What follows belongs to an exercise in optimizing a design on an open flow for small area, a short achievable clock period and few clock cycles; a production flow would make more cautious choices.
Function was checked by simulation only, so behaviour that the tests miss may differ from the original.

==> flow/design.v (outline; a module is shown in full before it is edited, if it fits) <==
// module spatial_encoder_ping_pong: 404 lines
// module csa_fa_row: 7 lines
// module csa_ha_row: 7 lines
// module digit_adder: 16 lines
// module csa_digit_0: 21 lines
// module csa_digit_1: 21 lines
// module csa_digit_2: 19 lines
// module csa_digit_3: 19 lines
// module csa_digit_4: 19 lines
// module csa_digit_5: 19 lines
// module csa_digit_6: 25 lines
// module csa_digit_7: 25 lines
// module csa_digit_8: 21 lines
module spatial_encoder_ping_pong
(
	input Clk_CI, Reset_RI,
	input ValidIn_SI, ReadyIn_SI,
	output ReadyOut_SO, ValidOut_SO,
	input [2-1:0] ModeIn_SI,
	input [5-1:0] LabelIn_DI,
	input [6*64-1:0] ChannelsIn_DI,
	output [2-1:0] ModeOut_SO,
	output [5-1:0] LabelOut_DO,
	output [0:1000-1] HypervectorOut_DO
);
  // ...
==> flow/flow/run.sh <==
#!/bin/bash
# Own flow: the standard layout (standard.sh) with one change in the global
# routing step: ORFS's antenna repair there (jumpers, then diodes) is replaced
# by a diode-only repair with a 40% ratio margin (flow/grt_diodes.tcl, run as
# the step's POST_GLOBAL_ROUTE_TCL hook, which also rewrites the route guides).
# The post-route antenna repair is unchanged.
# make's and the tools' full output goes to standard.log; ORFS also keeps each
# step's log under orfs/logs/.
set -euo pipefail
export POST_GLOBAL_ROUTE_TCL="$PWD/flow/grt_diodes.tcl"
bash standard.sh SKIP_ANTENNA_REPAIR=1 POST_GLOBAL_ROUTE_TCL="$PWD/flow/grt_diodes.tcl" finish > standard.log 2>&1
==> flow/flow/grt_diodes.tcl <==
puts "Repair antennas (diodes only, 40% margin)..."
repair_antennas -diode_only -ratio_margin 40 -iterations 5
check_placement -verbose
write_guides $::env(RESULTS_DIR)/route.guide
==> flow/standard.sh <==
#!/bin/bash
# synth_recipe.tcl (not shown) runs the flow's synth.tcl, then flattens the netlist and writes it again
# the make line also repeats each setting of config.mk as NAME=value (left out here)
make -C /OpenROAD-flow-scripts/flow DESIGN_CONFIG=/design/flow/config.mk WORK_HOME=/design/flow/orfs CLKGATE_MAP_FILE= SYNTH_SCRIPT=/design/flow/synth_recipe.tcl "${@:-finish}"
==> flow/config.mk <==
export PLATFORM = sky130hd
export DESIGN_NAME = spatial_encoder_ping_pong
export DESIGN_NICKNAME = spatial_encoder_ping_pong
export VERILOG_FILES = /design/flow/design.v
export SDC_FILE = /design/flow/constraint.sdc
export NUM_CORES = 8
export LEC_CHECK = 0
export CAP_MARGIN = 20
export CELL_PAD_IN_SITES_DETAIL_PLACEMENT = 1
export CORE_MARGIN = 2
export CORE_UTILIZATION = 30
export PLACE_DENSITY = 0.45
export SETUP_SLACK_MARGIN = 4.5
export SLEW_MARGIN = 20
export SYNTH_HIERARCHICAL = 1
==> flow/constraint.sdc <==
create_clock -name core_clock -period 10.0 [get_ports {Clk_CI}]
set_input_delay 2.0000 -clock core_clock [delete_from_list [all_inputs] [get_ports {Clk_CI}]]
set_output_delay 2.0000 -clock core_clock [all_outputs]
set_load 0.01 [all_outputs]
==> qor.yml, run 1 <==
outcome:
  status: "complete, but fails checks"
  violations: "capacitance limit, slew limit"
drt:
  dr.pass1.iters: 6
  wl_met3_mm: 481.3
sta:
  finalSetupTns_ns: 0
  slew_viol_final: 44
  tightestPinTransition_ns: 1.691
  fin_hold_ws_ns: 0.3797
  skew_ns: 0.1872
  setup_ws_ns: 4.246
cells_and_area:
  seq_share_pct: 30.19
  multi_input_area_share_pct: 48.48
  layout.cells.most_common_list: "6138 x fa_1, 6009 x ha_1, 4705 x dfxtp_1, 4605 x inv_1, 2021 x edfxtp_1"
  comb.multi_input.count: 21930
  n_fill_cell: 162800
place:
  dp_hpwl_mm: 2866
  place_area_sq_um: 509800
synth:
  synth.area.top_cells: "fa_1 27%, dfxtp_1 23%, ha_1 16%"
  synth_compound_area_share_pct: 3.925
  synth_xor_area_share_pct: 3.838
  yosysTopAreaCell: "fa_1"
  synth_most_common_cell: "fa_1"
clocking:
  clk_pin_slew_ns: 0.07
  clockBufferDepth: 5
  clkSinkCount: 7347
  clockRootBuffer: "clkbuf_16"
critical_path:
  path_delay_family: "adder cells"
  r2r_start: "Block0_DP[76]$_DFF_P_"
  crit_slowest_cell: "dfxtp_2"
grt:
  grt_max_degree: 170
  use_met1_pct: 54.00
  grt_usage_pct: 45.93
die:
  n_tap_cell: 20250
hold_path:
  hold_end: "Block5_DP[114]$_DFF_P_"
  hold-path-cell-count: 1
job:
  drv_cap: 2
Testbench counts, summed over its fixed seeds: cycles 2,912.
==> run 2, diff against run 1 <==
==> flow/flow/run.sh (replaced) <==
#!/bin/bash
# Own flow: the standard layout (standard.sh) with two changes:
#  - in the global routing step, ORFS's antenna repair (jumpers, then diodes)
#    is replaced by a diode-only repair with a 25% ratio margin, followed by a
#    slew/capacitance repair (flow/grt_diodes.tcl, the step's
#    POST_GLOBAL_ROUTE_TCL hook, which also rewrites the route guides);
#  - after ORFS's post-route antenna repair, up to three more repair rounds run
#    if violations remain (flow/drt_antennas.tcl, POST_DETAIL_ROUTE_TCL).
# make's and the tools' full output goes to standard.log; ORFS also keeps each
# step's log under orfs/logs/.
set -euo pipefail
export POST_GLOBAL_ROUTE_TCL="$PWD/flow/grt_diodes.tcl"
export POST_DETAIL_ROUTE_TCL="$PWD/flow/drt_antennas.tcl"
bash standard.sh SKIP_ANTENNA_REPAIR=1 POST_GLOBAL_ROUTE_TCL="$PWD/flow/grt_diodes.tcl" POST_DETAIL_ROUTE_TCL="$PWD/flow/drt_antennas.tcl" finish > standard.log 2>&1
==> flow/flow/drt_antennas.tcl (new file) <==
# Sourced by ORFS's detail_route.tcl as POST_DETAIL_ROUTE_TCL (run.sh sets it),
# after ORFS's own post-route antenna repair. If antenna violations remain,
# up to three more rounds of diode repair (20% ratio margin) and detailed
# routing, with the step's own detailed_route arguments.
set hdc_rounds 0
while { [check_antennas] && $hdc_rounds < 3 } {
  puts "Extra antenna repair round [expr {$hdc_rounds + 1}]..."
  repair_antennas -ratio_margin 20
  detailed_route {*}$::all_args
  incr hdc_rounds
}
==> flow/flow/grt_diodes.tcl (replaced) <==
puts "Repair antennas (diodes only, 25% margin)..."
repair_antennas -diode_only -ratio_margin 25 -iterations 5
estimate_parasitics -global_routing
repair_design_helper
global_route -start_incremental
detailed_placement
global_route -end_incremental
check_placement -verbose
estimate_parasitics -global_routing
report_check_types -max_slew -max_capacitance -violators
write_guides $::env(RESULTS_DIR)/route.guide
--- a/flow/config.mk
+++ b/flow/config.mk
@@ -5,11 +5,11 @@
 export SDC_FILE = /design/flow/constraint.sdc
 export NUM_CORES = 8
 export LEC_CHECK = 0
-export CAP_MARGIN = 20
+export CAP_MARGIN = 30
 export CELL_PAD_IN_SITES_DETAIL_PLACEMENT = 1
 export CORE_MARGIN = 2
 export CORE_UTILIZATION = 30
 export PLACE_DENSITY = 0.45
 export SETUP_SLACK_MARGIN = 4.5
-export SLEW_MARGIN = 20
+export SLEW_MARGIN = 30
 export SYNTH_HIERARCHICAL = 1
==> qor.yml, run 2 <==
synth:
  synthAdderAreaFrac_pct: 43.67
  syn-cell-area_sq_um: 457100
  synth_edf_count: 2021
  synth-simple-area-share_pct: 7.297
  syn_nets: 47030
  async_reset_ff_share_pct: 0
  synth_most_common_cell: "fa_1"
  synth_top_family_by_area: "adder cells"
  synth_xor_area_share_pct: 3.838  # unchanged
  synthCells: 34410
  synth_compound_area_share_pct: 3.925  # unchanged
  syn_area_per_cell_sq_um: 13.28
  ys_seq_elements: 7347
  synthTopCellsByCount: "6216 x fa_1, 6009 x ha_1, 5326 x dfxtp_1"
  synthMuxAreaShare_pct: 0.4204
  synth.area.top_cells: "fa_1 27%, dfxtp_1 23%, ha_1 16%"
  yosysTopAreaCell: "fa_1"
  yosysSeqAreaShare_pct: 36.60
  synthFlopType: "dfxtp_1"
  yosys_warnings: 7
  post-synth-top-area-fraction_pct: 27.22
  synthDistinctLibCells: 37
clocking:
  clockRootBuffer: "clkbuf_16"
  cts_max_level: 6
  clockBufferDepth: 5  # unchanged
  clkSinkCount: 7347  # unchanged
  cts_made_buffers: 939
  cts_setup_buffers: 0
  ctsHoldBuffers: 0
  post_cts_resize_count: 0
die:
  fp.dieW_mm: 1.238
  die_h_mm: 1.238
  rows: 453
  start_util_pct: 30.07
  io_pins: 1404
outcome:
  failing_step: "global routing"
  status: "aborted with a tool error"
  error: "[ERROR EST-0104] inconsistent parasitics state"
grt:
  grt_max_degree: 170
  antenna_found_initial: 1553
place:
  dp_hpwl_mm: 2884  # +0.63%
  port-buffer-count: 1403
  gp_congestion: 1.092
run 2: cells by family after synthesis:
logic type               after synthesis
multiplexers                         192
buffers and inverters               5137
adder cells (fa/ha/maj)            12230
AND/OR/NAND/NOR                     5443
flip-flops                          7347
AO/OA/AOI/OAI                       2063
XOR/XNOR                            2003
run 2: per-stage QoR:
stage	cells	setup slack (ns)	cell area (sq um)	utilization [%]	hold slack [ns]
after floorplan	34410	-7.311	457200	-	0.4003
after global placement	57120	4.335	509200	33.50	0.4013
after detailed placement	57190	4.427	511200	33.63	0.4051
after CTS	58960	4.752	543500	35.75	0.3643
run 2: how the worst min path moves through the flow:
stage,depth (start not counted),start,slack [ns],to
3_3_place_gp,0,LabelTail_DP[4]$_DFFE_PP_,0.40,LabelHead_DP[4]$_DFFE_PP_
2_1_floorplan,0,HvTail_DP[0]$_DFFE_PP_,0.40,HvHead_DP[0]$_DFFE_PP_
4_1_cts,0,HvTail_DP[816]$_DFFE_PP_,0.36,HvHead_DP[816]$_DFFE_PP_
3_5_place_dp,0,HvTail_DP[887]$_DFFE_PP_,0.41,HvHead_DP[887]$_DFFE_PP_
run 2: modules after synthesis, one instance, submodules excluded, a selection:
module | cells inside | area, sq um | times used | flops+latches
spatial_encoder_ping_pong | 13660 | 201800 | 1 | 7347
csa_digit_8 | 22 | 151.4 | 3 | 0
csa_digit_6 | 15 | 113.9 | 116 | 0
csa_digit_7 | 14 | 110.1 | 32 | 0
csa_digit_5 | 12 | 102.6 | 219 | 0
csa_digit_2 | 11 | 98.84 | 104 | 0
csa_digit_4 | 11 | 98.84 | 279 | 0
csa_digit_3 | 10 | 95.09 | 216 | 0
csa_digit_1 | 9 | 91.34 | 27 | 0
csa_digit_0 | 8 | 87.58 | 4 | 0
==> run 3, diff against run 2 <==
--- a/flow/flow/grt_diodes.tcl
+++ b/flow/flow/grt_diodes.tcl
@@ -1,6 +1,8 @@
 puts "Repair antennas (diodes only, 25% margin)..."
 repair_antennas -diode_only -ratio_margin 25 -iterations 5
-estimate_parasitics -global_routing
+# (parasitics from placement here: the global-route estimate is not usable
+# right after the antenna repair)
+estimate_parasitics -placement
 repair_design_helper
 global_route -start_incremental
 detailed_placement
==> qor.yml, run 3 <==
outcome:
  status: "aborted with a tool error"
  failing_step: "detailed routing"
  error: "Error: detail_route.tcl, 8 Global routing failed, run `make gui_grt` and load /design/flow/orfs/reports/sky130hd/spatial_encoder_ping_pong/base/congestion.rpt  in DRC ..."
clocking:
  clockRootBuffer: "clkbuf_16"
  clockBufferDepth: 5  # unchanged
  cts_setup_buffers: 0  # unchanged
  ctsHoldBuffers: 0  # unchanged
  cts_made_buffers: 939  # unchanged
  clkSinkCount: 7347  # unchanged
  post_cts_resize_count: 0  # unchanged
  cts_max_level: 6  # unchanged
place:
  dp.cells: 57190  # unchanged
  gp_congestion: 1.092  # unchanged
  dp_hpwl_mm: 2884  # unchanged
  port-buffer-count: 1403  # unchanged
  place_ws_ns: 4.427  # unchanged
synth:
  post-synth-top-area-fraction_pct: 27.22  # unchanged
  syn_nets: 47030  # unchanged
  synthDistinctLibCells: 37  # unchanged
  syn_area_per_cell_sq_um: 13.28  # unchanged
  synth_most_common_cell: "fa_1"
  syn-cell-area_sq_um: 457100  # unchanged
  synthTopCellsByCount: "6216 x fa_1, 6009 x ha_1, 5326 x dfxtp_1"
  yosysTopAreaCell: "fa_1"
  synthFlopType: "dfxtp_1"
  synth_edf_count: 2021  # unchanged
  ys_seq_elements: 7347  # unchanged
  async_reset_ff_share_pct: 0  # unchanged
  synthCells: 34410  # unchanged
  yosys_warnings: 7  # unchanged
  yosysSeqAreaShare_pct: 36.60  # unchanged
  synth.area.top_cells: "fa_1 27%, dfxtp_1 23%, ha_1 16%"
die:
  die_h_mm: 1.238  # unchanged
  io_pins: 1404  # unchanged
  start_util_pct: 30.07  # unchanged
  rows: 453  # unchanged
  fp.dieW_mm: 1.238  # unchanged
grt:
  antenna_found_initial: 1553
  grt_pass1_vias: 318700
  globalRoute.totalOverflow: 0
  grt_pass1_wl_mm: 4278
  grt_usage_pct: 45.93
  grt_max_degree: 170
==> run 3: cell counts after synthesis <==
Identical to the previous run, type by type.
==> run 3: cell families after synthesis <==
family	Yosys count	synth area share, %
fa+ha+maj	12230	43.67
compound gates	2063	3.925
simple gates	5443	7.297
mux	192	0.4204
buf+inv	5137	4.252
flops	7347	36.60
xor+xnor	2003	3.838
==> run 3: worst max-delay path by stage <==
stage	to	slack [ns]
2_1_floorplan	HvHead_DP[0]$_DFFE_PP_	-7.31
4_1_cts	HvTail_DP[306]$_DFFE_PP_	4.75
3_3_place_gp	HvTail_DP[295]$_DFFE_PP_	4.34
3_5_place_dp	Block5Carry_DP[35]$_DFF_P_	4.43
==> run 3: metrics by stage <==
| step | hold WS [ns] | util (%) | cell area [sq um] |
|---|---|---|---|
| 2_1_floorplan | 0.4003 | - | 457200 |
| 3_3_place_gp | 0.4013 | 33.50 | 509200 |
| 3_5_place_dp | 0.4051 | 33.63 | 511200 |
| 4_1_cts | 0.3643 | 35.75 | 543500 |
==> run 3: per-module statistics from Yosys (local to each module, per instance), a selection <==
| module | copies in the design | area [sq um] |
|---|---|---|
| csa_digit_2 | 104 | 98.84 |
| csa_digit_6 | 116 | 113.9 |
| csa_digit_5 | 219 | 102.6 |
| csa_digit_1 | 27 | 91.34 |
| csa_digit_8 | 3 | 151.4 |
| spatial_encoder_ping_pong | 1 | 201800 |
| csa_digit_3 | 216 | 95.09 |
==> run 3: layer usage <==
layer and track usage, %:
met5 1.074, met1 54.23, met3 22.56, met2 60.45, met4 41.68
==> run 4, diff against run 3 <==
--- a/flow/flow/run.sh
+++ b/flow/flow/run.sh
@@ -1,8 +1,8 @@
 #!/bin/bash
 # Own flow: the standard layout (standard.sh) with two changes:
 #  - in the global routing step, ORFS's antenna repair (jumpers, then diodes)
-#    is replaced by a diode-only repair with a 25% ratio margin, followed by a
-#    slew/capacitance repair (flow/grt_diodes.tcl, the step's
+#    is replaced by a diode-only repair with a 25% ratio margin, followed by
+#    slew/capacitance repair and a new global route (flow/grt_diodes.tcl, the step's
 #    POST_GLOBAL_ROUTE_TCL hook, which also rewrites the route guides);
 #  - after ORFS's post-route antenna repair, up to three more repair rounds run
 #    if violations remain (flow/drt_antennas.tcl, POST_DETAIL_ROUTE_TCL).
==> flow/flow/grt_diodes.tcl (replaced) <==
puts "Repair antennas (diodes only, 25% margin)..."
repair_antennas -diode_only -ratio_margin 25 -iterations 5
estimate_parasitics -placement
repair_design_helper
detailed_placement
global_route
estimate_parasitics -global_routing
repair_design_helper
detailed_placement
global_route
estimate_parasitics -global_routing
check_placement -verbose
report_check_types -max_slew -max_capacitance -violators
write_guides $::env(RESULTS_DIR)/route.guide
==> qor.yml, run 4 <==
outcome:
  status: "no timing/DRC/antenna violations"
hold_path:
  hold_end: "HvHead_DP[816]$_DFFE_PP_"
  worstHoldStart: "HvTail_DP[816]$_DFFE_PP_"
  hold-path-cell-count: 0
  hp-class: "reg2reg"
sta:
  tightestPinTransition_ns: 1.411
  layout_min_cycle_time_ns: 5.447
  skew_ns: 0.2270
  fin_crit_sh_pct: 54.47
  setup_viol: 0
  setup_ws_ns: 4.553
  maxSlewHeadroom_pct: 5.960
  hold_violations: 0
  fin_hold_ws_ns: 0.3426
  slew_viol_final: 0
  fmax_ghz: 0.1836
critical_path:
  r2r_start: "Block1_DP[59]$_DFF_P_"
  worstSetupPathType: "reg2reg"
  r2r_slack_ns: 4.55
  worstPathArrival_ns: 6.42
  worstRegToRegCells: 12
  crit_required_ns: 10.97
  r2r_end: "HvTail_DP[306]$_DFFE_PP_"
  worstPathMaxFanout: 3
  end_kind: "flop"
  start_kind: "flop"
synth:
  synth_most_common_cell: "fa_1"
  synthCells: 34410  # unchanged
  synth_edf_count: 2021  # unchanged
  syn_nets: 47030  # unchanged
  yosys_warnings: 7  # unchanged
  synthFlopType: "dfxtp_1"
  yosysSeqAreaShare_pct: 36.60  # unchanged
  ys_seq_elements: 7347  # unchanged
  syn-cell-area_sq_um: 457100  # unchanged
  post-synth-top-area-fraction_pct: 27.22  # unchanged
  async_reset_ff_share_pct: 0  # unchanged
  synthTopCellsByCount: "6216 x fa_1, 6009 x ha_1, 5326 x dfxtp_1"
  syn_area_per_cell_sq_um: 13.28  # unchanged
  synthDistinctLibCells: 37  # unchanged
  yosysTopAreaCell: "fa_1"
  synth.area.top_cells: "fa_1 27%, dfxtp_1 23%, ha_1 16%"
die:
  io_pins: 1404  # unchanged
  core_sq_um: 1520000
  start_util_pct: 30.07  # unchanged
  rows: 453  # unchanged
  fp.dieArea_sq_um: 1534000
  die_h_mm: 1.238  # unchanged
  fp.dieW_mm: 1.238  # unchanged
drt:
  wl_mm: 3612
  routedWlPerCell_microns: 56.38
  viasPerCell: 5.319
  vias: 340800
  drcViolationCount: 0
  dr.pass1.iters: 6
  first_iter_violations: 44580
  antenna_left: 0
clocking:
  clock_latency_ns: 1.42
  clk_pin_slew_ns: 0.07
  cts_setup_buffers: 0  # unchanged
  cts_tree: "built"
  ctsHoldBuffers: 0  # unchanged
  clockBufferDepth: 5  # unchanged
  cts_max_level: 6  # unchanged
  clockRootBuffer: "clkbuf_16"
  cts_made_buffers: 939  # unchanged
  post_cts_resize_count: 0  # unchanged
  clkSinkCount: 7347  # unchanged
grt:
  antenna_found_initial: 1553  # unchanged
  grt_pass1_wl_mm: 4278  # unchanged
  grt_max_degree: 170  # unchanged
  globalRoute.totalOverflow: 0  # unchanged
  grt_pass1_vias: 318700  # unchanged
  grt_usage_pct: 45.93  # unchanged
cells_and_area:
  post-route-util_pct: 36.70
  drive_gt1_share_pct: 15.51
  fin_nets: 50570
  multi_input_area_sq_um: 271300
  top_register: "g_out.g_narrow.Carry_DP"
  reg.largest.list: "g_out.g_narrow.Carry_DP x2991, HvHead_DP x1000, HvTail_DP x1000"
  n_fill_cell: 161100
  layout_commonest_cell: "fa_1"
  syn_to_final_growth_pct: 22.04
  seq_area_sq_um: 169000
  layout.cells.most_common_list: "6130 x fa_1, 6007 x ha_1, 4686 x dfxtp_1, 4596 x inv_1, 2021 x edfxtp_1"
  largest_register_ffs: 2991
place:
  gp_congestion: 1.092  # unchanged
  port-buffer-count: 1403  # unchanged
  place_ws_ns: 4.427  # unchanged
  dp_hpwl_mm: 2884  # unchanged
job:
  drv_cap: 0
==> run 4: cell counts after synthesis <==
No cell type changed its count.
==> run 4: worst max-delay path by stage <==
stage	from	end	slack [ns]	cells past startpoint
2_1_floorplan	ReadyIn_SI	HvHead_DP[0]$_DFFE_PP_	-7.31	2
3_3_place_gp	Block1_DP[33]$_DFF_P_	HvTail_DP[295]$_DFFE_PP_	4.34	11
3_5_place_dp	Reset_RI	Block5Carry_DP[35]$_DFF_P_	4.43	6
4_1_cts	Block1_DP[59]$_DFF_P_	HvTail_DP[306]$_DFFE_PP_	4.75	12
6_report	Block1_DP[59]$_DFF_P_	HvTail_DP[306]$_DFFE_PP_	4.55	12
==> run 4: through the flow <==
stage                     TNS (ns)  cell area, sq um  std cells
after floorplan           -7361.87            457200      34410
after global placement           0            509200      57120
after detailed placement         0            511200      57190
after CTS                        0            543500      58960
final                            0            557900      64070
==> run 4: area by class of cell <==
cell class / count / area share [%]
clock inverter: 423 / 0.9415
inverter: 4615 / 3.105
multi-input combinational: 21930 / 48.63
antenna: 5037 / 2.259
tap: 20250 / 4.541
clock buffer: 1351 / 4.855
timing repair buffer: 3120 / 5.376
sequential: 7347 / 30.29
==> run 4: Yosys stat by module (local to each module, per instance), a selection <==
module                     copies in the design  flip-flops and latches  area (sq um)
csa_digit_2                                 104                       0         98.84
csa_digit_7                                  32                       0         110.1
spatial_encoder_ping_pong                     1                    7347        201800
csa_digit_0                                   4                       0         87.58
csa_digit_5                                 219                       0         102.6
csa_digit_1                                  27                       0         91.34
csa_digit_6                                 116                       0         113.9
csa_digit_8                                   3                       0         151.4
csa_digit_3                                 216                       0         95.09
csa_digit_4                                 279                       0         98.84
==> run 4: kinds of logic after synthesis <==
| group | Yosys count | synth area share [%] |
|---|---|---|
| XOR/XNOR | 2003 | 3.838 |
| AND/OR/NAND/NOR | 5443 | 7.297 |
| AO/OA/AOI/OAI | 2063 | 3.925 |
| flip-flops | 7347 | 36.60 |
| multiplexers | 192 | 0.4204 |
| adder cells (fa/ha/maj) | 12230 | 43.67 |
| buffers and inverters | 5137 | 4.252 |
==> run 4: layer usage <==
layer  part of all wire, %  routed length [microns]  global-route usage [%]  up-vias
met5                 0.098                     3549                   1.074        -
met4                    11                   386900                   41.68       20
met3                    12                   431200                   22.56     6844
met2                    39                  1402000                   60.45    23450
met1                    38                  1388000                   54.23   185500
li1                      -                        -                       -   124900
==> run 4: worst max-delay path, stage by stage (launching register included) <==
cell and delay, ns:
dfxtp_1 1.05, buf_4 0.53, buf_4 0.38, fa_1 0.56
fa_1 0.46, fa_1 0.52, inv_1 0.06, fa_1 0.53
ha_1 0.32, a31o_1 0.19, a21oi_2 0.14, xnor2_1 0.13
inv_1 0.08
==> run 5, diff against run 4 <==
--- a/flow/config.mk
+++ b/flow/config.mk
@@ -8,8 +8,8 @@
 export CAP_MARGIN = 30
 export CELL_PAD_IN_SITES_DETAIL_PLACEMENT = 1
 export CORE_MARGIN = 2
-export CORE_UTILIZATION = 30
-export PLACE_DENSITY = 0.45
-export SETUP_SLACK_MARGIN = 4.5
+export CORE_UTILIZATION = 36
+export PLACE_DENSITY = 0.55
+export SETUP_SLACK_MARGIN = 5
 export SLEW_MARGIN = 30
 export SYNTH_HIERARCHICAL = 1
==> qor.yml, run 5 <==
outcome:
  status: "complete, but fails checks"
  violations: "capacitance limit, slew limit"
synth:
  synthDistinctLibCells: 37  # unchanged
  synth_most_common_cell: "fa_1"
  syn_nets: 47030  # unchanged
  post-synth-top-area-fraction_pct: 27.22  # unchanged
  yosysTopAreaCell: "fa_1"
  async_reset_ff_share_pct: 0  # unchanged
  synthTopCellsByCount: "6216 x fa_1, 6009 x ha_1, 5326 x dfxtp_1"
  yosys_warnings: 7  # unchanged
  syn_area_per_cell_sq_um: 13.28  # unchanged
  synth.area.top_cells: "fa_1 27%, dfxtp_1 23%, ha_1 16%"
  syn-cell-area_sq_um: 457100  # unchanged
  ys_seq_elements: 7347  # unchanged
  synthCells: 34410  # unchanged
  yosysSeqAreaShare_pct: 36.60  # unchanged
  synthFlopType: "dfxtp_1"
  synth_edf_count: 2021  # unchanged
sta:
  maxSlewHeadroom_pct: -9.878  # -16 points
  tightestPinTransition_ns: 1.646  # +0.2353 ns
  layout_min_cycle_time_ns: 5.237  # -0.2100 ns
  fin_crit_sh_pct: 52.37  # -2.1 points
  slew_viol_final: 3  # +3
  setup_viol: 0  # unchanged
  skew_ns: 0.1954  # -0.03160 ns
  fmax_ghz: 0.1909  # +4.0%
  hold_violations: 0  # unchanged
clocking:
  clock_latency_ns: 1.41  # about the same
  cts_max_level: 6  # unchanged
  ctsHoldBuffers: 0  # unchanged
  clk_pin_slew_ns: 0.06  # about the same
  clockBufferDepth: 5  # unchanged
  post_cts_resize_count: 11  # +11
  cts_made_buffers: 907  # -3.4%
  clkSinkCount: 7347  # unchanged
  cts_setup_buffers: 2  # +2
  clockRootBuffer: "clkbuf_16"
  cts_tree: "built"
drt:
  first_iter_violations: 48930  # +9.8%
  vias: 347100  # +1.9%
  viasPerCell: 5.686  # +6.9%
  dr.pass1.iters: 6  # unchanged
  antenna_left: 0  # unchanged
  drcViolationCount: 0  # unchanged
  routedWlPerCell_microns: 57.47  # +1.9%
  wl_mm: 3509  # -2.9%
critical_path:
  worstPathArrival_ns: 6.20  # -0.22 ns
  worstSetupPathType: "reg2reg"
  worstRegToRegCells: 10  # -2
  r2r_end: "HvTail_DP[631]$_DFFE_PP_"
  worstPathMaxFanout: 9  # +6
  crit_required_ns: 10.96  # about the same
  start_kind: "flop"
  r2r_start: "Block3_DP[46]$_DFF_P_"
  end_kind: "flop"
  r2r_slack_ns: 4.76  # +0.21 ns
cells_and_area:
  n_fill_cell: 131900  # -18%
  layout_commonest_cell: "fa_1"
  post-route-util_pct: 43.63  # +6.9 points
  reg.largest.list: "g_out.g_narrow.Carry_DP x2991, HvHead_DP x1000, HvTail_DP x1000"
  top_register: "g_out.g_narrow.Carry_DP"
  drive_gt1_share_pct: 15.37  # -0.14 points
  largest_register_ffs: 2991  # unchanged
  layout.cells.most_common_list: "6128 x fa_1, 6006 x ha_1, 4683 x dfxtp_1, 4591 x inv_1, 2021 x edfxtp_1"
  fin_nets: 50480  # -0.17%
  syn_to_final_growth_pct: 21.09
die:
  io_pins: 1404  # unchanged
  core_sq_um: 1269000  # -17%
  fp.dieW_mm: 1.131  # -8.7%
  fp.dieArea_sq_um: 1279000  # -17%
  start_util_pct: 36.04  # +6.0 points
  rows: 414  # -8.6%
  die_h_mm: 1.131  # -8.7%
place:
  port-buffer-count: 1403  # unchanged
  dp_hpwl_mm: 2795  # -3.1%
  gp_congestion: 1.117  # +2.2%
grt:
  grt_usage_pct: 53.73  # +7.8 points
  grt_pass1_vias: 320500  # +0.58%
  antenna_found_initial: 1582  # +1.9%
  globalRoute.totalOverflow: 0  # unchanged
  grt_max_degree: 180  # +5.9%
  grt_pass1_wl_mm: 4170  # -2.5%
hold_path:
  worstHoldStart: "Block5Carry_DP[9]$_DFF_P_"
  hold_end: "Block5_DP[9]$_DFF_P_"
  hp-class: "reg2reg"
  hold-path-cell-count: 1  # +1
job:
  drv_cap: 1  # +1
run 5: changes by cell type in the layout (fill, tap and decap cells not counted), sizes merged:
cell	before	now
clkdlybuf4s50	1403	1402
buf	1716	1664
clkinv	259	282
clkinvlp	47	65
inv	4644	4640
diode	5037	5528
clkbuf	1352	1258
run 5: modules after synthesis (local to each module, per instance), a selection:
module	cells	flip-flops and latches	copies in the design	area [sq um]
csa_digit_1	9	0	27	91.34
csa_digit_5	12	0	219	102.6
csa_digit_0	8	0	4	87.58
csa_digit_3	10	0	216	95.09
csa_digit_4	11	0	279	98.84
spatial_encoder_ping_pong	13660	7347	1	201800
csa_digit_2	11	0	104	98.84
csa_digit_7	14	0	32	110.1
csa_digit_8	22	0	3	151.4
csa_digit_6	15	0	116	113.9
run 5: worst max-delay path: stages, from the launching register on:
cell	delay [ns]
dfxtp_2	1.02
buf_4	0.72
fa_1	0.35
inv_1	0.07
fa_1	0.56
fa_1	0.46
ha_1	0.30
a31o_1	0.16
a21oi_2	0.07
xnor2_1	0.71
inv_1	0.15
run 5: cell families after synthesis:
logic type / synth area share (%)
buffers and inverters: 4.252
AND/OR/NAND/NOR: 7.297
adder cells (fa/ha/maj): 43.67
XOR/XNOR: 3.838
multiplexers: 0.4204
flip-flops: 36.60
AO/OA/AOI/OAI: 3.925
run 5: through the flow:
step	instances	instance area, sq um	TNS [ns]	worst slack [ns]	hold slack [ns]
2_1_floorplan	34410	457200	-7361.87	-7.311	0.4003
3_3_place_gp	53660	504200	0	4.251	0.4003
3_5_place_dp	53720	506100	0	4.234	0.4052
4_1_cts	55440	537800	0	5.002	0.3816
6_report	61050	553500	0	4.763	0.3649
run 5: layout make-up:
type / instances / area [sq um] / area share (%)
flip-flops and latches: 7347 / 169000 / 30.54
diodes: 5528 / 13830 / 2.499
clock buffers: 1258 / 25780 / 4.658
repair buffers: 3066 / 29400 / 5.311
inverters: 4615 / 17330 / 3.131
clock inverters: 460 / 5823 / 1.052
well taps: 16850 / 21080 / 3.808
multi-input cells: 21930 / 271300 / 49.00
run 5: worst max-delay path by stage:
stage / startpoint / depth (start not counted) / endpoint
final: Block3_DP[46]$_DFF_P_ / 10 / HvTail_DP[631]$_DFFE_PP_
after CTS: Block3_DP[114]$_DFF_P_ / 12 / HvTail_DP[200]$_DFFE_PP_
after detailed placement: Reset_RI / 7 / Block5Carry_DP[32]$_DFF_P_
after global placement: Reset_RI / 7 / Block6Carry_DP[119]$_DFF_P_
after floorplan: ReadyIn_SI / 2 / HvHead_DP[0]$_DFFE_PP_
run 5: per-layer routing:
layer / track usage (%) / vias up / part of all wire [%]
met5: 1.357 / - / 0.033
met1: 61.15 / 187400 / 37
met2: 68.11 / 26850 / 38
li1: - / 125100 / -
met3: 30.75 / 7791 / 14
met4: 53.23 / 8 / 12

static timing again, ports no longer ideal:
How much do the figures lean on ideal ports? The routed layouts below were timed once more, with nothing changed but the port constraints.
Step 1 sets driving cells, clkbuf_16 on the clock port and buf_2 on the other inputs (assumed; they add their load-dependent delay and slew).
Step 2 adds t to the input delays and takes it off the output delays; t is the mean of the earliest and latest rising clock arrival at the registers after step 1. Input paths then give back, and output paths get back, about the clock's delay inside the block.
Three values: no drivers, after step 1, after step 2; two values: the first two.
run | t, ns | slack for setup (ns) | worst hold slack (ns) | worst register clock-pin slew, ns
run 1 | 1.530 | 4.246 / 4.246 / 4.246 | 0.380 / 0.380 / 0.380 | 0.08 / 0.08
run 4 | 1.511 | 4.553 / 4.553 / 4.410 | 0.343 / 0.343 / 0.343 | 0.07 / 0.07
run 5 | 1.518 | 4.763 / 4.763 / 3.910 | 0.365 / 0.365 / 0.365 | 0.08 / 0.08
The setup slack of run 5, which loses most, moves by 0.000 ns with the drivers and by -0.853 ns with both steps.
